Background: an optimization exercise with open tools, aiming at a short achievable clock period. Do not read the settings as production practice.
At most, simulation tests tie the RTL to the original design; equivalence was not proved.
The RTL of runs 4 to 7 was laid out without a check of its function.
In every run shown here, the design's own scripts or RTL, not TritonCTS, make the clock network.
The flow treats the clock pin as an ideal source. Dropping or thinning the clock tree relies on that and would not hold on a real chip.
Power is estimated from default activity; no workload was simulated.

### flow/design.v
module Fifo
(
input clk,rst, wr_en, rd_en,
input           [7:0] buf_in,
output reg      [7:0] buf_out,
output          [7:0] fifo_counter,
output          buf_empty,
output reg      buf_full
);
reg  [6:0]  cnt_o;    
reg         ne_o;     
reg  [7:0]  lo_r;     
reg  [8:0]  hi_r;     
reg         sh;       
reg  [7:0]  din_q;    
reg  [63:0] wsel;     
reg  [7:0]  dlo_n;    
reg  [8:0]  dhi_n;    
reg  [7:0]  bo_n;     
reg  [7:0]  ent [63:0];
assign fifo_counter = {1'b0, cnt_o};
assign buf_empty    = ~ne_o;
wire [7:0] lo = {lo_r[7:1], ~lo_r[0]};
wire [8:0] hi = {hi_r[8:1], ~hi_r[0]};
wire empty = lo[0] & hi[0];      
wire full  = hi[8];              
function [6:0] enc;
     input [7:0] l;
     input [8:0] h;
     begin
          enc[0] = l[1] | l[3] | l[5] | l[7];
          enc[1] = l[2] | l[3] | l[6] | l[7];
          enc[2] = l[4] | l[5] | l[6] | l[7];
          enc[3] = h[1] | h[3] | h[5] | h[7];
          enc[4] = h[2] | h[3] | h[6] | h[7];
          enc[5] = h[4] | h[5] | h[6] | h[7];
          enc[6] = h[8];
     end
endfunction
wire [7:0] lo_10 = {lo[6:1], lo[0] & ~full, lo[7] | full};
wire [7:0] lo_01 = {lo[0] & ~empty, lo[7:2], lo[1] | empty};
wire [7:0] lo_11 = {lo[7] | full, lo[6:2], lo[1] | empty, lo[0] & ~full & ~empty};
wire [8:0] hi_10 = lo[7] ? {hi[7:0], 1'b0} : hi;
wire [8:0] hi_01 = lo[0] ? {1'b0, hi[8:2], hi[1] | hi[0]} : hi;
wire [8:0] hi_11 = {1'b0, hi[7] | hi[8], hi[6:0]};
wire [6:0] b_10 = enc(lo_10, hi_10);
wire [6:0] b_01 = enc(lo_01, hi_01);
wire [6:0] b_11 = enc(lo_11, hi_11);
wire [6:0] b_00 = enc(lo, hi);
wire       ne_01 = ~(hi[0] & (lo[0] | lo[1]));
wire       f_10  = hi[8] | (lo[7] & hi[7]);
wire [7:0] lo_nx = wr_en ? (rd_en ? lo_11 : lo_10) : (rd_en ? lo_01 : lo);
wire [8:0] hi_nx = wr_en ? (rd_en ? hi_11 : hi_10) : (rd_en ? hi_01 : hi);
wire [7:0]  dl = ~dlo_n;
wire [8:0]  dh = ~dhi_n;
wire [64:0] at;
genvar g;
generate
for (g = 0; g <= 64; g = g + 1) begin : dec
     assign at[g] = dl[g % 8] & dh[g / 8];
end
endgenerate
wire [63:0] wsel_nx;
assign wsel_nx[0] = wr_en & (rd_en ? (at[1] | at[0]) : at[0]);
generate
for (g = 1; g < 63; g = g + 1) begin : ws
     assign wsel_nx[g] = wr_en & (rd_en ? at[g + 1] : at[g]);
end
endgenerate
assign wsel_nx[63] = wr_en & ~rd_en & at[63];
always @(posedge clk or posedge rst)
begin
if (rst) begin
     cnt_o    <= 7'd0;
     ne_o     <= 1'b0;
     buf_full <= 1'b0;
     lo_r     <= 8'd0;
     hi_r     <= 9'd0;
     dlo_n    <= 8'hfe;
     dhi_n    <= 9'h1fe;
     wsel     <= 64'd0;
end else begin
     cnt_o    <= wr_en ? (rd_en ? b_11 : b_10) : (rd_en ? b_01 : b_00);
     ne_o     <= wr_en | (rd_en ? ne_01 : ~empty);
     buf_full <= ~rd_en & (wr_en ? f_10 : full);
     lo_r     <= {lo_nx[7:1], ~lo_nx[0]};
     hi_r     <= {hi_nx[8:1], ~hi_nx[0]};
     dlo_n    <= wr_en ? (rd_en ? ~lo_11 : ~lo_10) : (rd_en ? ~lo_01 : dlo_n);
     dhi_n    <= wr_en ? (rd_en ? ~hi_11 : ~hi_10) : (rd_en ? ~hi_01 : dhi_n);
     wsel     <= wsel_nx;
end
end
wire [7:0] head = wsel[0] ? din_q : (sh ? ent[1] : ent[0]);
wire       re   = rd_en & ~empty;
always @(posedge clk or posedge rst)
begin
if (rst) begin
     buf_out <= 8'd0;
     bo_n    <= 8'hff;
     sh      <= 1'b0;
end else begin
     buf_out <= re ? head : ~bo_n;
     bo_n    <= re ? ~head : bo_n;
     sh <= re;
end
end
always @(posedge clk)
     din_q <= buf_in;
integer i;
always @(posedge clk)
begin
     for (i = 0; i < 64; i = i + 1)
          if (wsel[i])
               ent[i] <= din_q;
          else if (sh && i < 63)
               ent[i] <= ent[i + 1];
end
endmodule
### flow/flow/run.sh
#!/bin/bash
# The standard layout (standard.sh), except that:
# - the clock tree is built by flow/mycts.tcl (hooked in through ORFS's
#   PRE_CTS_TCL): the clock port drives MY_CTS_COLS roots, each driving
#   MY_CTS_ROWS leaves, each driving an equal group of nearby flip-flops;
# - the port buffers that ORFS adds to every input and output are
#   buf_6 instead of the smallest buffer;
# - timing repair may resize a cell to one of another footprint
#   (MATCH_CELL_FOOTPRINT=0; the platform sets 1).
# Everything standard.sh runs logs to standard.log and ORFS's own logs.
set -euo pipefail
export PRE_CTS_TCL=$PWD/flow/pre_cts.tcl
export MY_CTS_COLS=4
export MY_CTS_ROWS=8
export MY_CTS_ROOT_CELL=sky130_fd_sc_hd__buf_16
export MY_CTS_LEAF_CELL=sky130_fd_sc_hd__clkbuf_16
export MY_MOVE_OUTPUT_FLOPS=1
export BUFFER_PORTS_ARGS="-buffer_cell sky130_fd_sc_hd__buf_6"
bash standard.sh MATCH_CELL_FOOTPRINT=0 finish > standard.log 2>&1
### flow/flow/mycts.tcl
proc my_clock_tree {ncol nrow} {
  set block [ord::get_db_block]
  set db [ord::get_db]
  set rcell sky130_fd_sc_hd__clkbuf_16
  set lcell sky130_fd_sc_hd__clkbuf_16
  if {[info exists ::env(MY_CTS_ROOT_CELL)]} { set rcell $::env(MY_CTS_ROOT_CELL) }
  if {[info exists ::env(MY_CTS_LEAF_CELL)]} { set lcell $::env(MY_CTS_LEAF_CELL) }
  set rmaster [$db findMaster $rcell]
  set lmaster [$db findMaster $lcell]
  set clk [$block findNet clk]
  set sinks {}
  foreach it [$clk getITerms] {
    set inst [$it getInst]
    set bb [$inst getBBox]
    set x [expr {([$bb xMin] + [$bb xMax]) / 2}]
    set y [expr {([$bb yMin] + [$bb yMax]) / 2}]
    lappend sinks [list $x $y $it]
  }
  set n [llength $sinks]
  # columns by x, equal counts
  set sx [lsort -integer -index 0 $sinks]
  set per_col [expr {($n + $ncol - 1) / $ncol}]
  set root_i 0
  set leaf_i 0
  for {set c 0} {$c < $ncol} {incr c} {
    set col [lrange $sx [expr {$c * $per_col}] [expr {($c + 1) * $per_col - 1}]]
    if {[llength $col] == 0} continue
    set rnet [odb::dbNet_create $block "clknet_root_$c"]
    $rnet setSigType CLOCK
    set rinst [odb::dbInst_create $block $rmaster "clkbuf_root_$c"]
    [$rinst findITerm A] connect $clk
    [$rinst findITerm X] connect $rnet
    set sy [lsort -integer -index 1 $col]
    set m [llength $sy]
    set per_row [expr {($m + $nrow - 1) / $nrow}]
    set lx 0; set ly 0; set nl 0
    for {set r 0} {$r < $nrow} {incr r} {
      set grp [lrange $sy [expr {$r * $per_row}] [expr {($r + 1) * $per_row - 1}]]
      if {[llength $grp] == 0} continue
      set lnet [odb::dbNet_create $block "clknet_leaf_${c}_$r"]
      $lnet setSigType CLOCK
      set linst [odb::dbInst_create $block $lmaster "clkbuf_leaf_${c}_$r"]
      [$linst findITerm A] connect $rnet
      [$linst findITerm X] connect $lnet
      set gx 0; set gy 0
      foreach s $grp {
        lassign $s x y it
        $it disconnect
        $it connect $lnet
        set gx [expr {$gx + $x}]; set gy [expr {$gy + $y}]
      }
      set gx [expr {$gx / [llength $grp]}]
      set gy [expr {$gy / [llength $grp]}]
      $linst setLocation $gx $gy
      $linst setPlacementStatus PLACED
      set lx [expr {$lx + $gx}]; set ly [expr {$ly + $gy}]; incr nl
    }
    $rinst setLocation [expr {$lx / $nl}] [expr {$ly / $nl}]
    $rinst setPlacementStatus PLACED
  }
  $clk setSigType CLOCK
  puts "my_clock_tree: $n sinks, $ncol roots, $ncol x $nrow leaves"
}
### flow/flow/outflops.tcl
# Move the flip-flop that drives each output port (through the port's
# buffer, and at most one more single-fanout cell such as an inverter) next
# to that buffer, so that the flip-flop's output wire is short. Legalisation
# (detailed_placement in cts.tcl) then settles the cells into rows.
proc my_driver_inst {net} {
  if {$net eq "NULL" || $net eq ""} { return "" }
  foreach it [$net getITerms] {
    if {[$it isOutputSignal]} { return [$it getInst] }
  }
  return ""
}
proc my_sole_input_net {inst} {
  set nets {}
  foreach it [$inst getITerms] {
    if {[$it isInputSignal]} {
      set n [$it getNet]
      if {$n ne "NULL"} { lappend nets $n }
    }
  }
  if {[llength $nets] == 1} { return [lindex $nets 0] }
  return ""
}
proc my_move_output_flops {} {
  set block [ord::get_db_block]
  set moved 0
  foreach bt [$block getBTerms] {
    if {[$bt getIoType] ne "OUTPUT"} continue
    set buf [my_driver_inst [$bt getNet]]
    if {$buf eq ""} continue
    set anchor $buf
    set cur $buf
    for {set step 0} {$step < 3} {incr step} {
      set in [my_sole_input_net $cur]
      if {$in eq ""} break
      set drv [my_driver_inst $in]
      if {$drv eq ""} break
      # only single-fanout nets: the cell feeds nothing else
      if {[llength [$in getITerms]] != 2} break
      set loc [$anchor getLocation]
      set w [[$drv getMaster] getWidth]
      $drv setLocation [expr {[lindex $loc 0] - $w}] [lindex $loc 1]
      $drv setPlacementStatus PLACED
      incr moved
      if {[string match "*df*" [[$drv getMaster] getName]]} break
      set anchor $drv
      set cur $drv
    }
  }
  puts "my_move_output_flops: moved $moved cells"
}
### flow/flow/pre_cts.tcl
# Sourced by ORFS's cts.tcl (PRE_CTS_TCL) just before it builds the clock
# tree: if MY_MOVE_OUTPUT_FLOPS is 1, move the flip-flops that drive the
# outputs next to the output buffers (outflops.tcl); then replace TritonCTS
# with the two-level tree of mycts.tcl. The rest of cts.tcl (legalisation,
# timing repair) runs as usual.
source [file join [file dirname [info script]] mycts.tcl]
source [file join [file dirname [info script]] outflops.tcl]
if {[info exists ::env(MY_MOVE_OUTPUT_FLOPS)] && $::env(MY_MOVE_OUTPUT_FLOPS)} {
  my_move_output_flops
}
rename clock_tree_synthesis _tritoncts
proc clock_tree_synthesis {args} {
  my_clock_tree $::env(MY_CTS_COLS) $::env(MY_CTS_ROWS)
}
### flow/standard.sh
#!/bin/bash
# synth_recipe.tcl (not shown) runs the flow's synth.tcl, then flattens the netlist and writes it again
# the make line also repeats each setting of config.mk as NAME=value (left out here)
make -C /OpenROAD-flow-scripts/flow DESIGN_CONFIG=/design/flow/config.mk WORK_HOME=/design/flow/orfs CLKGATE_MAP_FILE= SYNTH_SCRIPT=/design/flow/synth_recipe.tcl "${@:-finish}"
### flow/config.mk
export PLATFORM = sky130hd
export DESIGN_NAME = Fifo
export DESIGN_NICKNAME = Fifo
export VERILOG_FILES = /design/flow/design.v
export SDC_FILE = /design/flow/constraint.sdc
export NUM_CORES = 4
export LEC_CHECK = 0
export ABC_CLOCK_PERIOD_IN_PS = 1000
export CAP_MARGIN = 20
export CORE_MARGIN = 2
export CORE_UTILIZATION = 65
export SETUP_SLACK_MARGIN = 2.5
export SLEW_MARGIN = 20
export TNS_END_PERCENT = 100
### flow/constraint.sdc
create_clock -name core_clock -period 4.0 [get_ports {clk}]
set_input_delay 0.8000 -clock core_clock [delete_from_list [all_inputs] [get_ports {clk}]]
set_output_delay 0.8000 -clock core_clock [all_outputs]
set_load 0.01 [all_outputs]
==> impl_metrics.env, run 1 <==
export IMPL_maxCapViolCount=0
export IMPL_overflow=0
export IMPL_vias=14418
export IMPL_vias_per_cell=6.35
export IMPL_setup_tns_final_ps=0
export IMPL_io_buffers=28
export IMPL_drtIter0Drc=1195
export IMPL_slowest_stage="dfrtp_1"
export IMPL_synth_most_common_cell="edfxtp_1"
export IMPL_seqCellArea_mm2=0.0186
export IMPL_route_detailed_drc=0
export IMPL_track_usage=0.254
export IMPL_arrival_ps=890
export IMPL_synth_xor_area_frac=0
export IMPL_multi_input_area_mm2=0.00869
export IMPL_clk_pin_slew_ps=90
export IMPL_cp_max_fo=1
export IMPL_place_hpwl_um=31500
export IMPL_ys_seq_area_frac=0.678
export IMPL_synth_seq_cells=643
export IMPL_start_util=0.656
export IMPL_hold_viol_final=0
export IMPL_coreArea_mm2=0.0418
export IMPL_dieArea_mm2=0.0438
export IMPL_synth_cells=1733
export IMPL_ys_top_cells_by_area="edfxtp_1 55%, mux2_2 20%, dfrtp_1 9.2%"
export IMPL_postLayoutCoreUtil=0.737
export IMPL_wl_um=58500
export IMPL_endpoint_kind="output pin"
export IMPL_fp_row_count=75
export IMPL_yosys_area_share_simple=0.0403
export IMPL_fmax_ghz=0.593
export IMPL_setup_viol=0
export IMPL_yosysTopAreaCell="edfxtp_1"
export IMPL_slew_viol_final=0
export IMPL_fin_crit_ps=1690
export IMPL_p_leak_nw=11.0
export IMPL_synthToLayoutAreaGrowth_pct=12.4
export IMPL_finClkSkew_ps=32.9
export IMPL_clkLatencyLatePin_ps=350
export IMPL_hold_class="reg -> reg"
export IMPL_post_drt_wl_per_cell_um=25.7
export IMPL_synth_compound_area_frac=0.0355
export IMPL_gp_congestion=0.785
export IMPL_grt_max_degree=63
export IMPL_synth_nets=1747
export IMPL_async_reset_ff_frac=0.191
export IMPL_synth_adder_area_share=0.000914
export IMPL_yosys_area_top_type_share=0.553
export IMPL_fin_nets=1748
export IMPL_yosysWarningCount=2
export IMPL_drive_gt1_frac=0.523
export IMPL_fp_dieW_um=209
export IMPL_synthTopCellsByCount="504 x edfxtp_1, 497 x mux2_2, 149 x clkbuf_1, 101 x dfrtp_1, 90 x nor2_1"
export IMPL_path_class="reg -> out"
export IMPL_avgSynthCellArea_um2=15.8
export IMPL_dr_pass1_iters=5
export IMPL_slew_headroom=0.603
export IMPL_grt_pass1_wl_um=86000
export IMPL_synth_edf_count=504
export IMPL_crit_chain="inv_2, buf_6"
export IMPL_synth_top_family_by_area="multiplexers"
export IMPL_worst_path_largest_cell_delay_ps=390
export IMPL_grt_pass1_vias=14679
export IMPL_ir_worst_vdd_mv=0.316
export IMPL_synth_mux_area_frac=0.214
export IMPL_start_kind="flip-flop"
export IMPL_worst_slack_ps=2310
export IMPL_status="finished clean"
export IMPL_required_ps=3200
export IMPL_io_pins=30
export IMPL_tightestPinTransition_ps=596
export IMPL_syn_area_mm2=0.0274
export IMPL_ctsHoldBuffers=0
export IMPL_die_y_um=209
export IMPL_synthFlopType="edfxtp_1"
export IMPL_antenna_found_initial=3
export IMPL_fillers=2446
export IMPL_power_density_mw_per_mm2=527
export IMPL_dp_worst_setup_slack_ps=1310
export IMPL_ant_nets=0
export IMPL_fin_crit_sh=0.422
export IMPL_rsz0062_at_grt="true"
export IMPL_yosysUniqueCellTypes=67
-- layout make-up --
type	count	share of cell area
Inverter	28	0.00480
Buffer	36	0.0296
Antenna cell	1	0.0000813
Multi-Input combinational cell	886	0.282
Sequential cell	643	0.605
Tap cell	539	0.0219
Timing Repair Buffer	139	0.0567
-- stage by stage --
step	cells	total power [mW]	cell area (um^2)	hold WS (ps)
2_1_floorplan	1733	11.4	27700	406
3_3_place_gp	2136	12.1	27900	479
3_5_place_dp	2136	12.2	27900	481
4_1_cts	2235	15.5	30300	471
5_1_grt	2271	16.8	30800	500
6_report	2272	16.2	30800	485
-- per-layer routing --
metal  global-route usage  vias up  wire length, um
li1                     -     6345                -
met1                0.363     7449            24600
met2                0.436      496            29100
met3               0.0186      128             3010
met4               0.0520        0             1800
met5                    0        -                0
-- kinds of logic (layout without fill, tap and decap cells) --
kind of cell,after synthesis,count (layout)
and+or+nand+nor,226,226
AOI/OAI and AO/OA,135,135
DFF,643,643
buffers and inverters,204,203
muxes,522,522
adders and majority gates,2,2
other,1,2
-- power by group --
part	switching [mW]	total [mW]	leakage, nW	internal, mW
Combinational	1.46	3.01	3.99	1.55
Clock	1.91	3.56	0.445	1.65
Sequential	0.707	9.65	6.52	8.95
Total	4.07	16.2	11.0	12.1
-- final timing paths --
kind                       startpoint         to  slack (ps)  cells past startpoint
max reg2reg                 flip-flop   dhi_n[6]        2400                      4
min in group asynchronous         rst         sh         640                      3
min                           bo_n[2]    bo_n[2]         480                      2
min reg2reg                   bo_n[2]    bo_n[2]         480                      2
max in group asynchronous         rst   dlo_n[5]        2970                      3
max                              ne_o  buf_empty        2310                      2
-- registers in the layout (all words and copies together) (netlist names), named ones only --
signal and flops:
sh 1, dhi_n 8, cnt_o 7, buf_full 1
dlo_n 8, wsel 64, din_q 8, hi_r 8
bo_n 8, buf_out 8, ne_o 1, lo_r 7
ent 512
-- layout by cell type, fill, tap and decap left out, types with 4 or more instances in the layout --
| cell type | count |
|---|---|
| nor2_4 | 17 |
| nand2_4 | 11 |
| dfxtp_1 | 8 |
| or2_2 | 61 |
| buf_6 | 52 |
| a22o_1 | 6 |
| dfxtp_4 | 8 |
| buf_12 | 15 |
| a21oi_1 | 14 |
| o22a_1 | 6 |
| nand2_1 | 20 |
| dfrtp_2 | 9 |
| o2bb2ai_1 | 5 |
| dfstp_2 | 22 |
| buf_4 | 51 |
| or2_4 | 4 |
| nor2b_1 | 4 |
| a22oi_1 | 6 |
| nor2_1 | 56 |
| o21ai_4 | 7 |
| o21ai_0 | 4 |
| a21o_1 | 5 |
| a21oi_2 | 15 |
| dfrtp_1 | 89 |
| nand2b_1 | 7 |
| mux2i_1 | 23 |
| a211oi_2 | 6 |
| buf_16 | 9 |
| clkbuf_16 | 43 |
| mux2_2 | 496 |
| inv_1 | 22 |
| o21ai_1 | 13 |
| edfxtp_1 | 504 |
| nor2_2 | 18 |
| o21ai_2 | 5 |
-- critical path: cells and delay by family, from the launching register on --
kind / cells / cell delay [ps]
buffers and inverters: 2 / 140
flip-flops: 1 / 390
-- what timing repair did --
action,4_1_cts,5_1_grt
resized for setup,170,46
endpoints found under the setup margin,1030,168
setup buffers,49,36
cloned,14,0
pin swaps,34,18
==> inputs of run 2 (changes only) <==
--- a/flow/flow/run.sh
+++ b/flow/flow/run.sh
@@ -3,6 +3,8 @@
 # - the clock tree is built by flow/mycts.tcl (hooked in through ORFS's
 #   PRE_CTS_TCL): the clock port drives MY_CTS_COLS roots, each driving
 #   MY_CTS_ROWS leaves, each driving an equal group of nearby flip-flops;
+#   before that, with MY_MOVE_OUTPUT_FLOPS=1, the flip-flops that drive the
+#   outputs are moved next to their output buffers (flow/outflops.tcl);
 # - the port buffers that ORFS adds to every input and output are
 #   buf_6 instead of the smallest buffer;
 # - timing repair may resize a cell to one of another footprint
--- a/flow/config.mk
+++ b/flow/config.mk
@@ -9,6 +9,6 @@
 export CAP_MARGIN = 20
 export CORE_MARGIN = 2
 export CORE_UTILIZATION = 65
-export SETUP_SLACK_MARGIN = 2.5
+export SETUP_SLACK_MARGIN = 2.35
 export SLEW_MARGIN = 20
 export TNS_END_PERCENT = 100
==> impl_metrics.env, run 2 <==
export IMPL_wl_met1_um=23900
export IMPL_yosys_area_top_type_share=0.553
export IMPL_die_y_um=209
export IMPL_wl_um=53800
export IMPL_yosysTopAreaCell="edfxtp_1"
export IMPL_synth_nets=1747
export IMPL_io_pins=30
export IMPL_synthFlopType="edfxtp_1"
export IMPL_stdcell_area_mm2=0.0298
export IMPL_top_layer_used="met4"
export IMPL_avgSynthCellArea_um2=15.8
export IMPL_grt_max_degree=49
export IMPL_wl_met3_um=2090
export IMPL_dieArea_mm2=0.0438
export IMPL_synth_edf_count=504
export IMPL_rsz0062_at_grt="true"
export IMPL_largest_reg_flops=512
export IMPL_cp_top_family="flip-flops"
export IMPL_power_density_mw_per_mm2=532
export IMPL_drtIter0Drc=875
export IMPL_synth_most_common_cell="edfxtp_1"
export IMPL_final_common_cell="edfxtp_1"
export IMPL_coreArea_mm2=0.0418
export IMPL_met2_length_um=26500
export IMPL_clkLatencyLatePin_ps=340
export IMPL_finClkSkew_ps=31.9
export IMPL_synthTopCellsByCount="504 x edfxtp_1, 497 x mux2_2, 149 x clkbuf_1, 101 x dfrtp_1, 90 x nor2_1"
export IMPL_grt_pass1_wl_um=84600
export IMPL_overflow=0
export IMPL_fillers=2648
export IMPL_fin_crit_sh=0.412
export IMPL_slowest_stage="dfrtp_1"
export IMPL_worstHoldStart="bo_n[3]"
export IMPL_status="finished clean"
export IMPL_gp_congestion=0.771
export IMPL_most_common_layout_cells="504 x edfxtp_1, 496 x mux2_2, 96 x dfrtp_1, 77 x nor2_1, 64 x or2_2"
export IMPL_route_detailed_drc=0
export IMPL_synth_mux_area_frac=0.214
export IMPL_path_buf_inv=2
export IMPL_vias=13809
export IMPL_worst_path_largest_cell_delay_ps=380
export IMPL_start_util=0.656
export IMPL_slew_viol_final=0
export IMPL_regMostFlops="ent"
export IMPL_drive_gt1_frac=0.478
export IMPL_fin_nets=1705
export IMPL_critical_path_startpoint="ne_o"
export IMPL_tightestPinTransition_ps=614
export IMPL_ys_top_cells_by_area="edfxtp_1 55%, mux2_2 20%, dfrtp_1 9.2%"
export IMPL_fp_row_count=75
export IMPL_synth_seq_cells=643
export IMPL_io_buffers=28
export IMPL_setup_tns_final_ps=0
export IMPL_ys_seq_area_frac=0.678
export IMPL_slew_headroom=0.590
export IMPL_synth_cells=1733
export IMPL_required_ps=3200
export IMPL_setup_viol=0
export IMPL_synth_xor_area_frac=0
export IMPL_clk_pin_slew_ps=80
export IMPL_yosysWarningCount=2
export IMPL_arrival_ps=850
export IMPL_fin_crit_ps=1650
export IMPL_yosys_area_share_simple=0.0403
export IMPL_synth_adder_area_share=0.000914
export IMPL_cp_max_fo=1
export IMPL_syn_area_mm2=0.0274
export IMPL_dpl_cell_area_mm2=0.0279
export IMPL_ant_nets=0
export IMPL_synthToLayoutAreaGrowth_pct=8.82
export IMPL_ir_worst_vdd_mv=0.314
export IMPL_hold_viol_final=0
export IMPL_start_kind="flip-flop"
export IMPL_endpoint_kind="output pin"
export IMPL_post_drt_wl_per_cell_um=24.2
export IMPL_vias_per_cell=6.20
export IMPL_maxCapViolCount=0
export IMPL_fmax_ghz=0.607
export IMPL_hold_class="reg -> reg"
export IMPL_path_class="reg -> out"
export IMPL_p_leak_nw=10.5
export IMPL_synth_top_family_by_area="multiplexers"
export IMPL_track_usage=0.250
export IMPL_fp_dieW_um=209
export IMPL_place_hpwl_um=31400
export IMPL_yosysUniqueCellTypes=67
export IMPL_synth_compound_area_frac=0.0355
export IMPL_antenna_found_initial=1
export IMPL_async_reset_ff_frac=0.191
export IMPL_dr_pass1_iters=5
export IMPL_reg_top3="ent x512, wsel x64"
export IMPL_crit_chain="inv_2, buf_6"
export IMPL_grt_pass1_vias=14449
==> run 2: final cells by class <==
type | count | area (um^2) | area share
sequential | 643 | 18600 | 0.624
multi-input combinational | 887 | 8300 | 0.279
timing repair buffer | 94 | 1160 | 0.0388
buffer | 36 | 911 | 0.0306
tap | 539 | 674 | 0.0226
inverter | 28 | 140 | 0.00470
timing repair inverter | 1 | 7.51 | 0.000252
antenna | 1 | 2.50 | 0.0000840
==> run 2: tightest hold or removal path, stage by stage, from the launching register on <==
cell	delay (ps)
dfstp_2	370
nand2_1	40
o21ai_1	70
==> run 2: worst paths after layout <==
path,slack [ps],endpoint,cells after the start
min,470,bo_n[3],2
max in group asynchronous,2760,dlo_n[6],3
min reg2reg,470,bo_n[3],2
max,2350,buf_empty,2
min in group asynchronous,530,wsel[34],2
max reg2reg,2360,cnt_o[2],4
==> run 2: logic make-up (layout without fill, tap and decap cells) <==
family	Yosys count	after routing
buffers and inverters	204	159
muxes	522	522
adders and majority gates	2	2
and+or+nand+nor	226	226
other	1	2
DFF	643	643
AOI/OAI and AO/OA	135	136
==> run 2: per-stage QoR <==
stage          hold slack, ps  cells  total power [mW]  setup slack (ps)   util
2_1_floorplan             406   1733              11.4              1710      -
3_3_place_gp              488   2138              12.1              1360  0.668
3_5_place_dp              494   2138              12.2              1330  0.668
4_1_cts                   463   2225              15.3              2180  0.712
5_1_grt                   494   2228              16.5              2290  0.713
6_report                  474   2229              15.9              2350  0.714
==> run 2: power breakdown <==
group / switching, mW / internal [mW]
Sequential: 0.696 / 8.94
Clock: 1.89 / 1.65
Combinational: 1.29 / 1.39
Total: 3.87 / 12.0
==> run 2: repair_timing <==
action                     4_1_cts  5_1_grt
gates cloned                     8        0
setup endpoints to repair      937      255
hold buffers                     0        0
pin swaps                       22        1
resized for setup               96        5
setup buffers                   43        3
==> run 2: layer usage <==
| metal | global-route usage | vias up |
|---|---|---|
| met2 | 0.420 | 268 |
| met1 | 0.361 | 7217 |
| li1 | - | 6251 |
| met4 | 0.0562 | 0 |
| met3 | 0.0201 | 73 |
| met5 | 0 | - |
==> inputs of run 3 (changes only) <==
--- a/flow/flow/run.sh
+++ b/flow/flow/run.sh
@@ -13,7 +13,7 @@
 set -euo pipefail
 export PRE_CTS_TCL=$PWD/flow/pre_cts.tcl
 export MY_CTS_COLS=4
-export MY_CTS_ROWS=8
+export MY_CTS_ROWS=6
 export MY_CTS_ROOT_CELL=sky130_fd_sc_hd__buf_16
 export MY_CTS_LEAF_CELL=sky130_fd_sc_hd__clkbuf_16
 export MY_MOVE_OUTPUT_FLOPS=1
==> impl_metrics.env, run 3 <==
export IMPL_rrSetupSlack_ps=2380
export IMPL_clk_pin_slew_ps=100
export IMPL_avgSynthCellArea_um2=15.8
export IMPL_ant_nets=0
export IMPL_yosysTopAreaCell="edfxtp_1"
export IMPL_synth_seq_cells=643
export IMPL_final_common_cell="edfxtp_1"
export IMPL_ys_top_cells_by_area="edfxtp_1 55%, mux2_2 20%, dfrtp_1 9.2%"
export IMPL_yosysWarningCount=2
export IMPL_synth_edf_count=504
export IMPL_coreArea_mm2=0.0418
export IMPL_reg_top3="ent x512, wsel x64"
export IMPL_dp_worst_setup_slack_ps=1330
export IMPL_grt_max_degree=49
export IMPL_largest_reg_flops=512
export IMPL_worst_path_largest_cell_delay_ps=370
export IMPL_reg2regPathDepth=3
export IMPL_slowest_stage="dfrtp_1"
export IMPL_hold_viol_final=0
export IMPL_antenna_found_initial=0
export IMPL_fillers=2610
export IMPL_io_pins=30
export IMPL_synthTopCellsByCount="504 x edfxtp_1, 497 x mux2_2, 149 x clkbuf_1, 101 x dfrtp_1, 90 x nor2_1"
export IMPL_place_hpwl_um=31400
export IMPL_critical_path_startpoint="ne_o"
export IMPL_setup_viol=0
export IMPL_finClkSkew_ps=15.8
export IMPL_synthToLayoutAreaGrowth_pct=8.91
export IMPL_start_util=0.656
export IMPL_track_usage=0.253
export IMPL_dieArea_mm2=0.0438
export IMPL_status="finished clean"
export IMPL_regToRegStartpoint="lo_r[7]"
export IMPL_post_drt_wl_per_cell_um=24.7
export IMPL_power_density_mw_per_mm2=521
export IMPL_drive_gt1_frac=0.479
export IMPL_synth_cells=1733
export IMPL_route_detailed_drc=0
export IMPL_synth_nets=1747
export IMPL_drtIter0Drc=946
export IMPL_path_class="reg -> out"
export IMPL_ir_worst_vdd_mv=0.403
export IMPL_vias=14027
export IMPL_yosysUniqueCellTypes=67
export IMPL_endpoint_kind="output pin"
export IMPL_async_reset_ff_frac=0.191
export IMPL_tightestPinTransition_ps=576
export IMPL_synth_most_common_cell="edfxtp_1"
export IMPL_r2r_end="cnt_o[0]"
export IMPL_grt_pass1_wl_um=85600
export IMPL_worst_slack_ps=2340
export IMPL_arrival_ps=860
export IMPL_fin_nets=1710
export IMPL_synthFlopType="edfxtp_1"
export IMPL_maxCapViolCount=0
export IMPL_required_ps=3200
export IMPL_slew_viol_final=0
export IMPL_diodes=0
export IMPL_ys_seq_area_frac=0.678
export IMPL_fin_crit_sh=0.416
export IMPL_p_leak_nw=10.5
export IMPL_ctsHoldBuffers=0
export IMPL_fin_crit_ps=1660
export IMPL_fp_row_count=75
export IMPL_fp_dieW_um=209
export IMPL_most_common_layout_cells="504 x edfxtp_1, 496 x mux2_2, 95 x dfrtp_1, 81 x nor2_1, 64 x or2_2"
export IMPL_crit_chain="inv_1, buf_6"
export IMPL_regMostFlops="ent"
export IMPL_hold_class="in -> async"
export IMPL_dr_pass1_iters=5
export IMPL_clkLatencyLatePin_ps=340
export IMPL_grt_pass1_vias=14612
export IMPL_syn_area_mm2=0.0274
export IMPL_vias_per_cell=6.28
export IMPL_gp_congestion=0.771
export IMPL_rsz0062_at_grt="true"
export IMPL_fmax_ghz=0.601
export IMPL_start_kind="flip-flop"
export IMPL_setup_tns_final_ps=0
export IMPL_io_buffers=28
export IMPL_wl_um=55000
export IMPL_postLayoutCoreUtil=0.714
export IMPL_overflow=0
export IMPL_cp_max_fo=1
export IMPL_die_y_um=209
export IMPL_slew_headroom=0.616
export IMPL_yosys_area_top_type_share=0.553
[run 3: cell counts after synthesis]
Identical to the previous run, type by type.
[run 3: cell families (layout without fill, tap and decap cells)]
kind of cell	Yosys count	after routing	synth area share
buffers and inverters	204	163	0.0317
multiplexers	522	522	0.214
adder cells (fa/ha/maj)	2	2	0.000914
other	1	1	0.000137
AND/OR/NAND/NOR	226	226	0.0403
flip-flops	643	643	0.678
AO/OA/AOI/OAI	135	137	0.0355
[run 3: critical path, delay by kind of cell, from the launching register on]
| kind | cells | cell delay, ps |
|---|---|---|
| flip-flops | 1 | 370 |
| buffers and inverters | 2 | 150 |
[run 3: report_power, final]
group,switching [mW],total (mW),leakage (nW),internal (mW)
registers,0.704,9.64,6.52,8.94
clock network,1.84,3.16,0.346,1.32
logic,1.32,2.75,3.67,1.43
[run 3: layer usage]
metal | vias up | global-route usage | share of wire
li1 | 6250 | - | -
met2 | 312 | 0.425 | 0.49
met1 | 7381 | 0.362 | 0.44
met5 | - | 0 | 0
met4 | 0 | 0.0650 | 0.027
met3 | 84 | 0.0210 | 0.042
[run 3: final cells by class]
class / instances / area, um^2 / share of cell area
multi-input combinational: 888 / 8330 / 0.279
timing repair inverter: 2 / 12.5 / 0.000420
buffer: 28 / 711 / 0.0238
inverter: 28 / 143 / 0.00478
sequential: 643 / 18600 / 0.624
tap: 539 / 674 / 0.0226
timing repair buffer: 105 / 1340 / 0.0451
[run 3: how the worst max path moves through the flow]
stage                                 endpoint  slack [ps]
floorplan           asynchronous set/reset pin        1710
global placement                       lo_r[1]        1360
detailed placement                     lo_r[1]        1330
CTS                                    hi_r[8]        2140
global route                         buf_empty        2310
finish                               buf_empty        2340
[run 3: metrics by stage]
stage	instances	instance area (um^2)	total power, mW	hold slack [ps]
4_1_cts	2227	29700	14.9	473
5_1_grt	2233	29800	16.1	490
3_5_place_dp	2138	27900	12.2	494
3_3_place_gp	2138	27900	12.1	488
6_report	2233	29800	15.5	471
2_1_floorplan	1733	27600	11.4	406
[run 3: timing repair]
action,in CTS,in global routing
pin swaps,36,0
endpoints found under the setup margin,938,275
cloned,13,0
setup buffers,48,6
resized for setup,109,6
==> inputs of run 4 (changes only) <==
--- a/flow/design.v
+++ b/flow/design.v
@@ -17,13 +17,15 @@
 reg  [7:0]  dlo_n;    
 reg  [8:0]  dhi_n;    
 reg  [7:0]  bo_n;     
+reg         empty_i;  
+reg         nfull_i;  
 reg  [7:0]  ent [63:0];
 assign fifo_counter = {1'b0, cnt_o};
 assign buf_empty    = ~ne_o;
 wire [7:0] lo = {lo_r[7:1], ~lo_r[0]};
 wire [8:0] hi = {hi_r[8:1], ~hi_r[0]};
-wire empty = lo[0] & hi[0];      
-wire full  = hi[8];              
+wire empty = empty_i;            
+wire full  = ~nfull_i;           
 function [6:0] enc;
      input [7:0] l;
      input [8:0] h;
@@ -79,7 +81,11 @@
      dlo_n    <= 8'hfe;
      dhi_n    <= 9'h1fe;
      wsel     <= 64'd0;
+     empty_i  <= 1'b1;
+     nfull_i  <= 1'b1;
 end else begin
+     empty_i  <= ~wr_en & (rd_en ? ~ne_01 : empty);
+     nfull_i  <= rd_en | ~(wr_en ? f_10 : full);
      cnt_o    <= wr_en ? (rd_en ? b_11 : b_10) : (rd_en ? b_01 : b_00);
      ne_o     <= wr_en | (rd_en ? ne_01 : ~empty);
      buf_full <= ~rd_en & (wr_en ? f_10 : full);
--- a/flow/flow/run.sh
+++ b/flow/flow/run.sh
@@ -13,7 +13,7 @@
 set -euo pipefail
 export PRE_CTS_TCL=$PWD/flow/pre_cts.tcl
 export MY_CTS_COLS=4
-export MY_CTS_ROWS=6
+export MY_CTS_ROWS=8
 export MY_CTS_ROOT_CELL=sky130_fd_sc_hd__buf_16
 export MY_CTS_LEAF_CELL=sky130_fd_sc_hd__clkbuf_16
 export MY_MOVE_OUTPUT_FLOPS=1
==> impl_metrics.env, run 4 <==
export IMPL_reg2regPathDepth=4
export IMPL_required_ps=3200
export IMPL_hold_viol_final=0
export IMPL_stdcell_area_mm2=0.0299
export IMPL_status="finished clean"
export IMPL_fin_crit_ps=1660
export IMPL_yosysTopAreaCell="edfxtp_1"
export IMPL_dpl_cell_area_mm2=0.0279
export IMPL_fin_crit_sh=0.416
export IMPL_dieArea_mm2=0.0437
export IMPL_synth_cells=1743
export IMPL_grt_pass1_wl_um=83300
export IMPL_p_leak_nw=10.7
export IMPL_diodes=0
export IMPL_grt_pass1_vias=14235
export IMPL_start_util=0.655
export IMPL_fp_row_count=75
export IMPL_slowest_stage="dfrtp_1"
export IMPL_hold_class="in -> async"
export IMPL_fillers=2597
export IMPL_post_drt_wl_per_cell_um=24.0
export IMPL_overflow=0
export IMPL_ys_top_cells_by_area="edfxtp_1 55%, mux2_2 20%, dfrtp_1 9.2%"
export IMPL_track_usage=0.244
export IMPL_synthToLayoutAreaGrowth_pct=9.46
export IMPL_antenna_found_initial=0
export IMPL_io_buffers=28
export IMPL_die_y_um=209
export IMPL_dr_pass1_iters=6
export IMPL_worst_path_largest_cell_delay_ps=370
export IMPL_grt_most_used_layer="met2"
export IMPL_setup_viol=0
export IMPL_yosysWarningCount=2
export IMPL_largest_reg_flops=512
export IMPL_slew_headroom=0.547
export IMPL_coreArea_mm2=0.0418
export IMPL_yosys_area_top_type_share=0.553
export IMPL_clk_pin_slew_ps=80
export IMPL_tightestPinTransition_ps=680
export IMPL_fin_nets=1723
export IMPL_io_pins=30
export IMPL_reg_top3="ent x512, wsel x64"
export IMPL_vias=13932
export IMPL_r2r_end="cnt_o[2]"
export IMPL_async_reset_ff_frac=0.194
export IMPL_met1_usage=0.366
export IMPL_crit_chain="inv_1, buf_6"
export IMPL_yosysUniqueCellTypes=57
export IMPL_finClkSkew_ps=23.8
export IMPL_endpoint_kind="output pin"
export IMPL_start_kind="flip-flop"
export IMPL_wl_um=53900
export IMPL_path_class="reg -> out"
export IMPL_cp_max_fo=1
export IMPL_ant_nets=0
export IMPL_arrival_ps=860
export IMPL_synth_nets=1757
export IMPL_maxCapViolCount=0
export IMPL_synth_most_common_cell="edfxtp_1"
export IMPL_rrSetupSlack_ps=2360
export IMPL_synthFlopType="edfxtp_1"
export IMPL_place_hpwl_um=31200
export IMPL_drtIter0Drc=1165
export IMPL_synth_edf_count=504
export IMPL_most_common_layout_cells="504 x edfxtp_1, 497 x mux2_2, 98 x dfrtp_1, 70 x nor2_1, 63 x or2_2"
export IMPL_gr_usage_met3=0.0176
export IMPL_syn_area_mm2=0.0274
export IMPL_fp_dieW_um=209
export IMPL_synthTopCellsByCount="504 x edfxtp_1, 497 x mux2_2, 153 x clkbuf_1, 101 x dfrtp_1, 90 x nor2_1"
export IMPL_fmax_ghz=0.602
export IMPL_synth_seq_cells=645
export IMPL_final_common_cell="edfxtp_1"
export IMPL_setup_tns_final_ps=0
export IMPL_drive_gt1_frac=0.474
export IMPL_grt_max_degree=85
export IMPL_clkLatencyLatePin_ps=340
export IMPL_vias_per_cell=6.20
export IMPL_ys_seq_area_frac=0.681
export IMPL_regMostFlops="ent"
export IMPL_avgSynthCellArea_um2=15.7
export IMPL_cp_top_family="flip-flops"
export IMPL_power_density_mw_per_mm2=499
export IMPL_slew_viol_final=0
export IMPL_rsz0062_at_grt="true"
export IMPL_path_buf_inv=2
export IMPL_route_detailed_drc=0
export IMPL_use_met2=0.400
export IMPL_gp_congestion=0.797
export IMPL_ir_worst_vdd_mv=0.326
## run 4: cell count changes after synthesis, moves of 4 or more
cell       before  now
a31oi_1         2    6
buf_2           7   13
buf_4          13    5
buf_6           6    2
clkbuf_1      149  153
nand2_1        34   45
o211ai_1        3    7
o21ai_0        24   35
o2bb2ai_1       5    1
## run 4: worst register-to-register path: cells and delay by family (launching register included)
kind / cells / cell delay (ps)
flops: 1 / 610
compound gates: 2 / 420
simple gates: 2 / 500
## run 4: worst max-delay path by stage
stage	from	to	slack, ps	cells past startpoint
floorplan	rst	asynchronous set/reset pin	1680	1
global placement	rd_en	cnt_o[0]	1550	4
detailed placement	rd_en	cnt_o[0]	1500	4
CTS	rd_en	cnt_o[0]	2150	4
global route	flip-flop	cnt_o[2]	2300	4
finish	ne_o	buf_empty	2340	2
## run 4: metal layers
metal  wire length, um  up-vias
li1                  -     6310
met1             24600     7210
met2             26000      330
met3              1990       82
met4              1290        0
met5                 0        -
## run 4: metrics by stage
step | hold WS (ps) | power (mW) | worst slack [ps] | utilization | cells
floorplan | 406 | 10.7 | 1680 | - | 1743
global placement | 479 | 11.3 | 1550 | 0.668 | 2149
detailed placement | 480 | 11.3 | 1500 | 0.668 | 2149
CTS | 468 | 14.4 | 2150 | 0.715 | 2243
global route | 489 | 15.5 | 2300 | 0.717 | 2246
finish | 474 | 15.0 | 2340 | 0.717 | 2246
## run 4: layout make-up
class / count / area (um^2) / area share
sequential: 645 / 18700 / 0.623
inverter: 27 / 146 / 0.00489
buffer: 36 / 911 / 0.0304
multi-input combinational: 894 / 8260 / 0.276
tap: 539 / 674 / 0.0225
timing repair buffer: 103 / 1280 / 0.0428
timing repair inverter: 2 / 12.5 / 0.000418
## run 4: power by group
part / leakage (nW) / total, mW / internal (mW) / switching (mW)
combinational: 3.62 / 2.16 / 1.18 / 0.980
clock: 0.445 / 3.55 / 1.65 / 1.90
sequential: 6.62 / 9.24 / 8.60 / 0.633
total: 10.7 / 15.0 / 11.4 / 3.51
## run 4: kinds of logic (layout without fill, tap and decap cells)
logic type,Yosys count,count (layout),share of synthesized area
mux,520,520,0.213
simple gates,233,233,0.0411
flops,645,645,0.681
buf+inv,204,168,0.0299
other cells,1,1,0.000137
compound gates,138,138,0.0344
fa+ha+maj,2,2,0.000915
## run 4: what timing repair did
item / in CTS / in global routing
pin swaps: 34 / 0
hold buffers: 0 / 0
cloned: 13 / 0
endpoints found under the setup margin: 628 / 42
buffers inserted: 45 / 3
resized for setup: 120 / 6
==> inputs of run 5 (changes only) <==
--- a/flow/config.mk
+++ b/flow/config.mk
@@ -8,7 +8,7 @@
 export ABC_CLOCK_PERIOD_IN_PS = 1000
 export CAP_MARGIN = 20
 export CORE_MARGIN = 2
-export CORE_UTILIZATION = 65
+export CORE_UTILIZATION = 70
 export SETUP_SLACK_MARGIN = 2.35
 export SLEW_MARGIN = 20
 export TNS_END_PERCENT = 100
==> impl_metrics.env, run 5 <==
export IMPL_vias_per_cell=6.44
export IMPL_most_common_layout_cells="504 x edfxtp_1, 496 x mux2_2, 98 x dfrtp_1, 61 x nor2_1, 53 x or2_2"
export IMPL_gp_congestion=0.782
export IMPL_synth_mux_area_frac=0.213
export IMPL_ir_worst_vdd_mv=0.358
export IMPL_diodes=0
export IMPL_hold_slack_ps=477
export IMPL_coreArea_mm2=0.0386
export IMPL_p_leak_nw=10.7
export IMPL_ys_seq_area_frac=0.681
export IMPL_hold_class="reg -> reg"
export IMPL_ant_nets=0
export IMPL_async_reset_ff_frac=0.194
export IMPL_largest_reg_flops=512
export IMPL_setup_viol=0
export IMPL_min_to="bo_n[0]"
export IMPL_synth_compound_area_frac=0.0344
export IMPL_io_pins=30
export IMPL_avgSynthCellArea_um2=15.7
export IMPL_fp_row_count=72
export IMPL_dr_pass1_iters=5
export IMPL_rrSetupSlack_ps=2300
export IMPL_post_drt_wl_per_cell_um=24.5
export IMPL_track_usage=0.266
export IMPL_worstHoldStart="bo_n[0]"
export IMPL_synth_adder_area_share=0.000915
export IMPL_synth_nets=1757
export IMPL_regToRegStartpoint="lo_r[7]"
export IMPL_place_hpwl_um=30900
export IMPL_yosys_area_top_type_share=0.553
export IMPL_reg_top3="ent x512, wsel x64"
export IMPL_dieArea_mm2=0.0407
export IMPL_yosysWarningCount=2
export IMPL_synth_top_family_by_area="multiplexers"
export IMPL_maxCapViolCount=0
export IMPL_power_density_mw_per_mm2=501
export IMPL_fp_dieW_um=202
export IMPL_drtIter0Drc=1052
export IMPL_crit_chain="nor2_1, nand2_1, o311ai_1, o21ai_2"
export IMPL_fin_crit_sh=0.425
export IMPL_ctsHoldBuffers=0
export IMPL_reg2regPathDepth=4
export IMPL_cp_max_fo=14
export IMPL_final_common_cell="edfxtp_1"
export IMPL_cp_top_family="flip-flops"
export IMPL_synthTopCellsByCount="504 x edfxtp_1, 497 x mux2_2, 153 x clkbuf_1, 101 x dfrtp_1, 90 x nor2_1"
export IMPL_fmax_ghz=0.589
export IMPL_clk_pin_slew_ps=100
export IMPL_synth_seq_cells=645
export IMPL_slowest_stage="dfrtp_4"
export IMPL_io_buffers=28
export IMPL_start_util=0.708
export IMPL_syn_area_mm2=0.0274
export IMPL_p_total_mw=15.0
export IMPL_yosysUniqueCellTypes=57
export IMPL_start_kind="flip-flop"
export IMPL_yosys_area_share_simple=0.0411
export IMPL_route_detailed_drc=0
export IMPL_hold_viol_final=0
export IMPL_required_ps=4190
export IMPL_synth_edf_count=504
export IMPL_r2r_end="cnt_o[0]"
export IMPL_endpoint_kind="flip-flop"
export IMPL_slew_viol_final=0
export IMPL_fin_nets=1719
export IMPL_wl_um=54300
export IMPL_synth_most_common_cell="edfxtp_1"
export IMPL_fin_crit_ps=1700
export IMPL_tightestPinTransition_ps=650
export IMPL_synthToLayoutAreaGrowth_pct=9.36
export IMPL_setup_tns_final_ps=0
export IMPL_synthFlopType="edfxtp_1"
export IMPL_synth_xor_area_frac=0
export IMPL_yosysTopAreaCell="edfxtp_1"
export IMPL_grt_pass1_wl_um=85000
export IMPL_holdPathStages=2
export IMPL_worst_path_largest_cell_delay_ps=610
export IMPL_clkLatencyLatePin_ps=350
export IMPL_rsz0062_at_grt="true"
export IMPL_slew_headroom=0.566
export IMPL_die_y_um=202
export IMPL_vias=14309
export IMPL_arrival_ps=1890
export IMPL_path_class="reg -> reg"
export IMPL_overflow=0
export IMPL_finClkSkew_ps=25.0
export IMPL_regMostFlops="ent"
export IMPL_cp_depth=4
export IMPL_ys_top_cells_by_area="edfxtp_1 55%, mux2_2 20%, dfrtp_1 9.2%"
export IMPL_grt_max_degree=66
export IMPL_status="finished clean"
export IMPL_path_buf_inv=0
export IMPL_synth_cells=1743
export IMPL_antenna_found_initial=1
export IMPL_grt_pass1_vias=14779
export IMPL_drive_gt1_frac=0.476
==> run 5: worst max path at each step <==
stage            start                         end  slack, ps
2_1_floorplan      rst  asynchronous set/reset pin       1680
3_3_place_gp     rd_en                    cnt_o[0]       1580
3_5_place_dp     rd_en                    cnt_o[0]       1490
4_1_cts          rd_en                    cnt_o[1]       2190
5_1_grt        lo_r[3]                    cnt_o[0]       2290
6_report       lo_r[7]                    cnt_o[0]       2300
==> run 5: tightest hold or removal path: cells and delay by family (launching register included) <==
family,cells,cell delay (ps)
flops,1,370
compound gates,1,70
simple gates,1,40
==> run 5: cell type report <==
cell class / instances / area (um^2)
fill: 2094 / 8730
tap: 518 / 648
inverter: 27 / 156
multi-input combinational: 894 / 8320
timing repair buffer: 101 / 1230
buffer: 36 / 911
sequential: 645 / 18600
==> run 5: cells by family after synthesis <==
| kind of cell | after synthesis |
|---|---|
| compound gates | 138 |
| fa+ha+maj | 2 |
| buf+inv | 204 |
| flops | 645 |
| mux | 520 |
| other cells | 1 |
| simple gates | 233 |
==> run 5: what timing repair did <==
item	4_1_cts	5_1_grt
pin swaps	27	1
resized for setup	129	17
cloned	10	0
setup buffers	42	4
endpoints found under the setup margin	477	111
==> run 5: power by group <==
group          switching [mW]  internal [mW]
logic                    1.02           1.18
registers               0.628           8.61
clock network            1.90           1.65
total                    3.56           11.4
==> run 5: per-stage QoR <==
| stage | util | setup slack [ps] | area (um^2) | std cells |
|---|---|---|---|---|
| 5_1_grt | 0.774 | 2290 | 29900 | 2221 |
| 3_5_place_dp | 0.721 | 1490 | 27900 | 2129 |
| 3_3_place_gp | 0.721 | 1580 | 27800 | 2128 |
| 2_1_floorplan | - | 1680 | 27600 | 1743 |
| 4_1_cts | 0.771 | 2190 | 29800 | 2217 |
| 6_report | 0.774 | 2300 | 29900 | 2221 |
==> run 5: metal layers <==
layer | up-vias | share of wire | track usage
met5 | - | 0 | 0
li1 | 6278 | - | -
met4 | 0 | 0.036 | 0.0754
met2 | 509 | 0.48 | 0.437
met1 | 7375 | 0.44 | 0.391
met3 | 147 | 0.052 | 0.0214
==> inputs of run 6 (changes only) <==
--- a/flow/config.mk
+++ b/flow/config.mk
@@ -8,7 +8,7 @@
 export ABC_CLOCK_PERIOD_IN_PS = 1000
 export CAP_MARGIN = 20
 export CORE_MARGIN = 2
-export CORE_UTILIZATION = 70
+export CORE_UTILIZATION = 60
 export SETUP_SLACK_MARGIN = 2.35
 export SLEW_MARGIN = 20
 export TNS_END_PERCENT = 100
==> impl_metrics.env, run 6 <==
export IMPL_status="finished clean"
export IMPL_yosysTopAreaCell="edfxtp_1"
export IMPL_switching_share=0.238
export IMPL_antenna_found_initial=2
export IMPL_maxCapViolCount=0
export IMPL_reg2regPathDepth=4
export IMPL_die_y_um=218
export IMPL_synthToLayoutAreaGrowth_pct=9.96
export IMPL_yosysWarningCount=2
export IMPL_clk_pin_slew_ps=80
export IMPL_diodes=0
export IMPL_combinationalPowerShare=0.148
export IMPL_hold_class="reg -> reg"
export IMPL_rsz0062_at_grt="true"
export IMPL_setup_tns_final_ps=0
export IMPL_drive_gt1_frac=0.478
export IMPL_fp_row_count=78
export IMPL_final_common_cell="edfxtp_1"
export IMPL_setup_viol=0
export IMPL_fp_dieW_um=218
export IMPL_drtIter0Drc=1067
export IMPL_fmax_ghz=0.577
export IMPL_intPower_mw=11.5
export IMPL_avgSynthCellArea_um2=15.7
export IMPL_slew_headroom=0.359
export IMPL_arrival_ps=1930
export IMPL_dieArea_mm2=0.0473
export IMPL_synth_most_common_cell="edfxtp_1"
export IMPL_ir_worst_vdd_mv=0.343
export IMPL_async_reset_ff_frac=0.194
export IMPL_pwr_share_clk=0.238
export IMPL_power_density_mw_per_mm2=500
export IMPL_dp_worst_setup_slack_ps=1520
export IMPL_grt_pass1_vias=14252
export IMPL_vias=14051
export IMPL_start_util=0.605
export IMPL_synth_nets=1757
export IMPL_largest_reg_flops=512
export IMPL_vias_per_cell=6.08
export IMPL_track_usage=0.234
export IMPL_regToRegStartpoint="empty_i"
export IMPL_switchingPower_mw=3.58
export IMPL_p_total_mw=15.0
export IMPL_hold_viol_final=0
export IMPL_endpoint_kind="flip-flop"
export IMPL_regMostFlops="ent"
export IMPL_io_pins=30
export IMPL_yosysUniqueCellTypes=57
export IMPL_gp_congestion=0.769
export IMPL_worstHoldStart="bo_n[4]"
export IMPL_fin_nets=1726
export IMPL_synthFlopType="edfxtp_1"
export IMPL_worst_path_largest_cell_delay_ps=630
export IMPL_cp_max_fo=6
export IMPL_r2r_end="cnt_o[2]"
export IMPL_seqPwrFrac=0.614
export IMPL_path_class="reg -> reg"
export IMPL_synth_edf_count=504
export IMPL_ys_seq_area_frac=0.681
export IMPL_synth_cells=1743
export IMPL_route_detailed_drc=0
export IMPL_fin_crit_ps=1730
export IMPL_dr_pass1_iters=7
export IMPL_syn_area_mm2=0.0274
export IMPL_fin_crit_sh=0.433
export IMPL_clkLatencyLatePin_ps=340
export IMPL_place_hpwl_um=32000
export IMPL_tightestPinTransition_ps=956
export IMPL_start_kind="flip-flop"
export IMPL_p_leak_nw=10.7
export IMPL_ant_nets=0
export IMPL_multi_input_area_mm2=0.00833
export IMPL_crit_chain="nor2_1, a2111oi_4, a31oi_1, or3_4"
export IMPL_most_common_layout_cells="504 x edfxtp_1, 497 x mux2_2, 97 x dfrtp_1, 68 x nor2_1, 63 x or2_2"
export IMPL_synthTopCellsByCount="504 x edfxtp_1, 497 x mux2_2, 153 x clkbuf_1, 101 x dfrtp_1, 90 x nor2_1"
export IMPL_slew_viol_final=0
export IMPL_overflow=0
export IMPL_worst_slack_ps=2270
export IMPL_stdcell_count=2310
export IMPL_reg_top3="ent x512, wsel x64"
export IMPL_ys_top_cells_by_area="edfxtp_1 55%, mux2_2 20%, dfrtp_1 9.2%"
export IMPL_grt_max_degree=74
export IMPL_io_buffers=28
export IMPL_rrSetupSlack_ps=2270
export IMPL_fillers=3033
export IMPL_wl_um=56100
export IMPL_synth_seq_cells=645
export IMPL_holdPathStages=2
export IMPL_ctsHoldBuffers=0
export IMPL_coreArea_mm2=0.0452
export IMPL_finClkSkew_ps=19.8
export IMPL_slowest_stage="dfstp_2"
export IMPL_yosys_area_top_type_share=0.553
export IMPL_required_ps=4200
export IMPL_grt_pass1_wl_um=85800
export IMPL_post_drt_wl_per_cell_um=24.3
export IMPL_seqCellArea_mm2=0.0187
export IMPL_min_to="bo_n[4]"
export IMPL_dp_cells=2212
==> run 6: kinds of logic (layout without fill, tap and decap cells) <==
family                     after synthesis  count (layout)  synth area share
muxes                                  520             520             0.213
and+or+nand+nor                        233             233            0.0411
adders and majority gates                2               2          0.000915
AOI/OAI and AO/OA                      138             138            0.0344
other                                    1               1          0.000137
DFF                                    645             645             0.681
buffers and inverters                  204             171            0.0299
==> run 6: timing repair <==
| item | CTS | global route |
|---|---|---|
| setup endpoints to repair | 709 | 393 |
| endpoints found under the hold margin | 0 | 0 |
| pin swaps | 28 | 0 |
| buffers inserted | 43 | 9 |
| gates resized for setup | 143 | 8 |
| gates cloned | 10 | 0 |
==> run 6: per-stage QoR <==
step	utilization	area, um^2	hold slack, ps
after floorplan	-	27600	406
final	0.666	30100	475
after detailed placement	0.619	28000	485
after global routing	0.666	30100	489
after global placement	0.619	28000	474
after CTS	0.663	29900	462
==> run 6: routing by layer <==
metal | vias to the layer above | GRT usage | routed length (um)
li1 | 6308 | - | -
met1 | 7293 | 0.362 | 26100
met2 | 374 | 0.371 | 26500
met3 | 74 | 0.0126 | 2250
met4 | 2 | 0.0495 | 1240
met5 | - | 0 | 13
==> run 6: power groups by stage <==
stage | registers (mW) | clock network [mW] | logic, mW
floorplan | 8.94 | 0 | 1.72
global route | 9.34 | 3.85 | 2.41
finish | 9.23 | 3.58 | 2.22
detailed placement | 9.38 | 0 | 1.95
CTS | 9.40 | 2.82 | 2.17
global placement | 9.37 | 0 | 1.92
==> run 6: worst max-delay path by stage <==
stage / start / cells after the start / slack (ps) / to
after global routing: empty_i / 4 / 2210 / cnt_o[2]
after global placement: rd_en / 4 / 1530 / cnt_o[0]
after detailed placement: rd_en / 4 / 1520 / cnt_o[0]
after CTS: rd_en / 6 / 2120 / cnt_o[4]
final: empty_i / 4 / 2270 / cnt_o[2]
after floorplan: rst / 1 / 1680 / asynchronous set/reset pin
==> run 6: layout make-up <==
| cell class | count | share of cell area |
|---|---|---|
| multi-input cells | 894 | 0.277 |
| repair buffers | 107 | 0.0431 |
| repair inverters | 1 | 0.000166 |
| plain buffers | 36 | 0.0303 |
| inverters | 27 | 0.00449 |
| well taps | 600 | 0.0250 |
| flip-flops and latches | 645 | 0.620 |
==> run 6: worst max-delay path: cells and delay by family, from the launching register on <==
family,cells,cell delay (ps)
AND/OR/NAND/NOR,2,550
flip-flops,1,630
AO/OA/AOI/OAI,2,420
==> inputs of run 7 (changes only) <==
--- a/flow/design.v
+++ b/flow/design.v
@@ -53,8 +53,8 @@
 wire       f_10  = hi[8] | (lo[7] & hi[7]);
 wire [7:0] lo_nx = wr_en ? (rd_en ? lo_11 : lo_10) : (rd_en ? lo_01 : lo);
 wire [8:0] hi_nx = wr_en ? (rd_en ? hi_11 : hi_10) : (rd_en ? hi_01 : hi);
-wire [7:0]  dl = ~dlo_n;
-wire [8:0]  dh = ~dhi_n;
+wire [7:0]  dl = {~dlo_n[7:1], dlo_n[0]};
+wire [8:0]  dh = {~dhi_n[8:1], dhi_n[0]};
 wire [64:0] at;
 genvar g;
 generate
@@ -78,8 +78,8 @@
      buf_full <= 1'b0;
      lo_r     <= 8'd0;
      hi_r     <= 9'd0;
-     dlo_n    <= 8'hfe;
-     dhi_n    <= 9'h1fe;
+     dlo_n    <= 8'hff;
+     dhi_n    <= 9'h1ff;
      wsel     <= 64'd0;
      empty_i  <= 1'b1;
      nfull_i  <= 1'b1;
@@ -91,8 +91,10 @@
      buf_full <= ~rd_en & (wr_en ? f_10 : full);
      lo_r     <= {lo_nx[7:1], ~lo_nx[0]};
      hi_r     <= {hi_nx[8:1], ~hi_nx[0]};
-     dlo_n    <= wr_en ? (rd_en ? ~lo_11 : ~lo_10) : (rd_en ? ~lo_01 : dlo_n);
-     dhi_n    <= wr_en ? (rd_en ? ~hi_11 : ~hi_10) : (rd_en ? ~hi_01 : dhi_n);
+     dlo_n    <= wr_en ? (rd_en ? {~lo_11[7:1], lo_11[0]} : {~lo_10[7:1], lo_10[0]})
+                       : (rd_en ? {~lo_01[7:1], lo_01[0]} : dlo_n);
+     dhi_n    <= wr_en ? (rd_en ? {~hi_11[8:1], hi_11[0]} : {~hi_10[8:1], hi_10[0]})
+                       : (rd_en ? {~hi_01[8:1], hi_01[0]} : dhi_n);
      wsel     <= wsel_nx;
 end
 end
--- a/flow/config.mk
+++ b/flow/config.mk
@@ -8,7 +8,7 @@
 export ABC_CLOCK_PERIOD_IN_PS = 1000
 export CAP_MARGIN = 20
 export CORE_MARGIN = 2
-export CORE_UTILIZATION = 60
+export CORE_UTILIZATION = 65
 export SETUP_SLACK_MARGIN = 2.35
 export SLEW_MARGIN = 20
 export TNS_END_PERCENT = 100
==> impl_metrics.env, run 7 <==
export IMPL_ys_top_cells_by_area="edfxtp_1 55%, mux2_2 20%, dfrtp_1 9.0%"
export IMPL_critical_path_startpoint="ne_o"
export IMPL_reg_top3="ent x512, wsel x64"
export IMPL_fp_dieW_um=209
export IMPL_synth_cells=1743
export IMPL_yosysUniqueCellTypes=55
export IMPL_slowest_stage="dfrtp_1"
export IMPL_yosysTopAreaCell="edfxtp_1"
export IMPL_synth_edf_count=504
export IMPL_required_ps=3200
export IMPL_switching_share=0.237
export IMPL_ctsHoldBuffers=0
export IMPL_ys_seq_area_frac=0.680
export IMPL_worst_path_largest_cell_delay_ps=380
export IMPL_p_leak_nw=10.7
export IMPL_rsz0062_at_grt="true"
export IMPL_largest_reg_flops=512
export IMPL_io_buffers=28
export IMPL_synth_most_common_cell="edfxtp_1"
export IMPL_endpoint_kind="output pin"
export IMPL_track_usage=0.248
export IMPL_setup_tns_final_ps=0
export IMPL_grt_max_degree=68
export IMPL_tightestPinTransition_ps=893
export IMPL_fillers=2622
export IMPL_fin_nets=1716
export IMPL_slew_headroom=0.401
export IMPL_synthToLayoutAreaGrowth_pct=9.15
export IMPL_route_detailed_drc=0
export IMPL_fmax_ghz=0.597
export IMPL_fin_crit_ps=1670
export IMPL_hold_viol_final=0
export IMPL_synthTopCellsByCount="504 x edfxtp_1, 496 x mux2_2, 147 x clkbuf_1, 99 x dfrtp_1, 94 x nor2_1"
export IMPL_fp_row_count=75
export IMPL_gp_congestion=0.823
export IMPL_combinationalPowerShare=0.147
export IMPL_post_drt_wl_per_cell_um=24.1
export IMPL_yosys_area_top_type_share=0.553
export IMPL_wl_um=54000
export IMPL_vias_per_cell=6.24
export IMPL_power_density_mw_per_mm2=503
export IMPL_dr_pass1_iters=5
export IMPL_slew_viol_final=0
export IMPL_seqPwrFrac=0.616
export IMPL_overflow=0
export IMPL_start_kind="flip-flop"
export IMPL_antenna_found_initial=3
export IMPL_most_common_layout_cells="504 x edfxtp_1, 496 x mux2_2, 96 x dfrtp_1, 87 x nor2_1, 62 x or2_2"
export IMPL_reg2regPathDepth=4
export IMPL_synthFlopType="edfxtp_1"
export IMPL_fin_crit_sh=0.418
export IMPL_coreArea_mm2=0.0418
export IMPL_vias=13973
export IMPL_yosysWarningCount=2
export IMPL_avgSynthCellArea_um2=15.7
export IMPL_ir_worst_vdd_mv=0.271
export IMPL_finClkSkew_ps=25.9
export IMPL_regMostFlops="ent"
export IMPL_status="finished clean"
export IMPL_arrival_ps=870
export IMPL_ant_nets=0
export IMPL_synth_nets=1757
export IMPL_place_hpwl_um=30900
export IMPL_synth_seq_cells=645
export IMPL_grt_pass1_vias=14646
export IMPL_worst_slack_ps=2330
export IMPL_drive_gt1_frac=0.469
export IMPL_async_reset_ff_frac=0.194
export IMPL_syn_area_mm2=0.0274
export IMPL_dp_worst_setup_slack_ps=1660
export IMPL_path_class="reg -> out"
export IMPL_start_util=0.656
export IMPL_grt_pass1_wl_um=84600
export IMPL_intPower_mw=11.5
export IMPL_die_y_um=209
export IMPL_dieArea_mm2=0.0438
export IMPL_crit_chain="inv_1, buf_6"
export IMPL_hold_class="in -> async"
export IMPL_regToRegStartpoint="lo_r[7]"
export IMPL_io_pins=30
export IMPL_setup_viol=0
export IMPL_pwr_share_clk=0.237
export IMPL_clk_pin_slew_ps=90
export IMPL_switchingPower_mw=3.56
export IMPL_maxCapViolCount=0
export IMPL_drtIter0Drc=1102
export IMPL_final_common_cell="edfxtp_1"
export IMPL_cp_max_fo=1
export IMPL_clkLatencyLatePin_ps=340
## run 7: cell type report
class	count	area (um^2)	share of cell area
Antenna cell	2	5.00	0.000167
Buffer	36	911	0.0305
Inverter	27	149	0.00498
Multi-Input combinational cell	898	8300	0.278
Sequential cell	645	18700	0.624
Tap cell	539	674	0.0226
Timing Repair Buffer	93	1180	0.0397
Timing Repair inverter	1	5.00	0.000167
## run 7: stage by stage
stage          cell area [um^2]  cells   util  power, mW  hold slack [ps]
4_1_cts                   29800   2237  0.714       14.4              468
2_1_floorplan             27500   1743      -       10.7              406
3_5_place_dp              27800   2148  0.666       11.4              472
3_3_place_gp              27800   2148  0.666       11.3              460
5_1_grt                   29900   2239  0.715       15.6              471
6_report                  29900   2241  0.716       15.0              465
## run 7: final timing paths
check,to,slack [ps]
max,buf_empty,2330
min,hi_r[5],470
max reg2reg,cnt_o[2],2390
min reg2reg,bo_n[6],480
max in group asynchronous,bo_n[1],2730
min in group core_clock,bo_n[6],480
## run 7: power groups by stage
stage / Combinational, mW / Sequential (mW) / Clock, mW
CTS: 2.19 / 9.41 / 2.82
global route: 2.39 / 9.38 / 3.85
floorplan: 1.73 / 8.96 / 0
global placement: 1.91 / 9.39 / 0
finish: 2.21 / 9.25 / 3.57
detailed placement: 1.96 / 9.40 / 0
## run 7: cells by family after synthesis
kind of cell | after synthesis | synth area share
AO/OA/AOI/OAI | 136 | 0.0337
other | 1 | 0.000137
buffers and inverters | 200 | 0.0304
multiplexers | 522 | 0.214
flip-flops | 645 | 0.680
AND/OR/NAND/NOR | 237 | 0.0413
adder cells (fa/ha/maj) | 2 | 0.000914
## run 7: worst max-delay path: cells and delay by family (launching register included)
family / cells / cell delay [ps]
buf+inv: 2 / 150
flops: 1 / 380
## run 7: routing by layer
metal  routed length [um]  GRT usage
met2                26100      0.411
met5                   13          0
met4                 1640     0.0707
met1                23800      0.357
met3                 2490     0.0242
## run 7: what timing repair did
action                     4_1_cts  5_1_grt
buffers inserted                42        2
resized for setup              112        5
setup endpoints to repair      933      240
pin swaps                       33        0
cloned                          11        0

[what the ideal ports hide]
Ports are ideal in the flow. The routed layouts listed here were re-timed in OpenROAD. Step 1 assumes that a clkbuf_16 drives the clock port and a buf_2 every other input. Step 2, shift: input delay + t, output delay - t, t = (earliest + latest rising clock arrival at the registers) / 2. This alone moves slack from input paths to output paths. a / b / c = no drivers / after step 1 / after step 2; a / b = the first two.
| run | t (ns) | slack for setup (ns) | worst setup path at the end | clock arrival spread, ns | worst slew at a driven data input, ns |
|---|---|---|---|---|---|
| run 1 | 0.453 | 2.314 / 2.195 / 1.775 | input to register | 0.040 / 0.040 | 0.39 |
| run 2 | 0.446 | 2.353 / 2.235 / 1.921 | input to register | 0.035 / 0.035 | 0.22 |
| run 3 | 0.448 | 2.337 / 2.220 / 1.816 | input to register | 0.021 / 0.021 | 0.28 |
| run 4 | 0.448 | 2.338 / 2.222 / 1.922 | input to register | 0.029 / 0.029 | 0.31 |
| run 5 | 0.446 | 2.301 / 2.223 / 1.802 | input to register | 0.033 / 0.033 | 0.35 |
| run 6 | 0.443 | 2.268 / 2.245 / 1.868 | input to register | 0.022 / 0.021 | 0.24 |
| run 7 | 0.448 | 2.326 / 2.211 / 1.892 | input to register | 0.032 / 0.033 | 0.33 |
After both steps setup and hold are still met in every run listed. For run 1, which loses most, drivers alone change the setup slack by -0.119 ns; drivers and shift together by -0.539 ns.
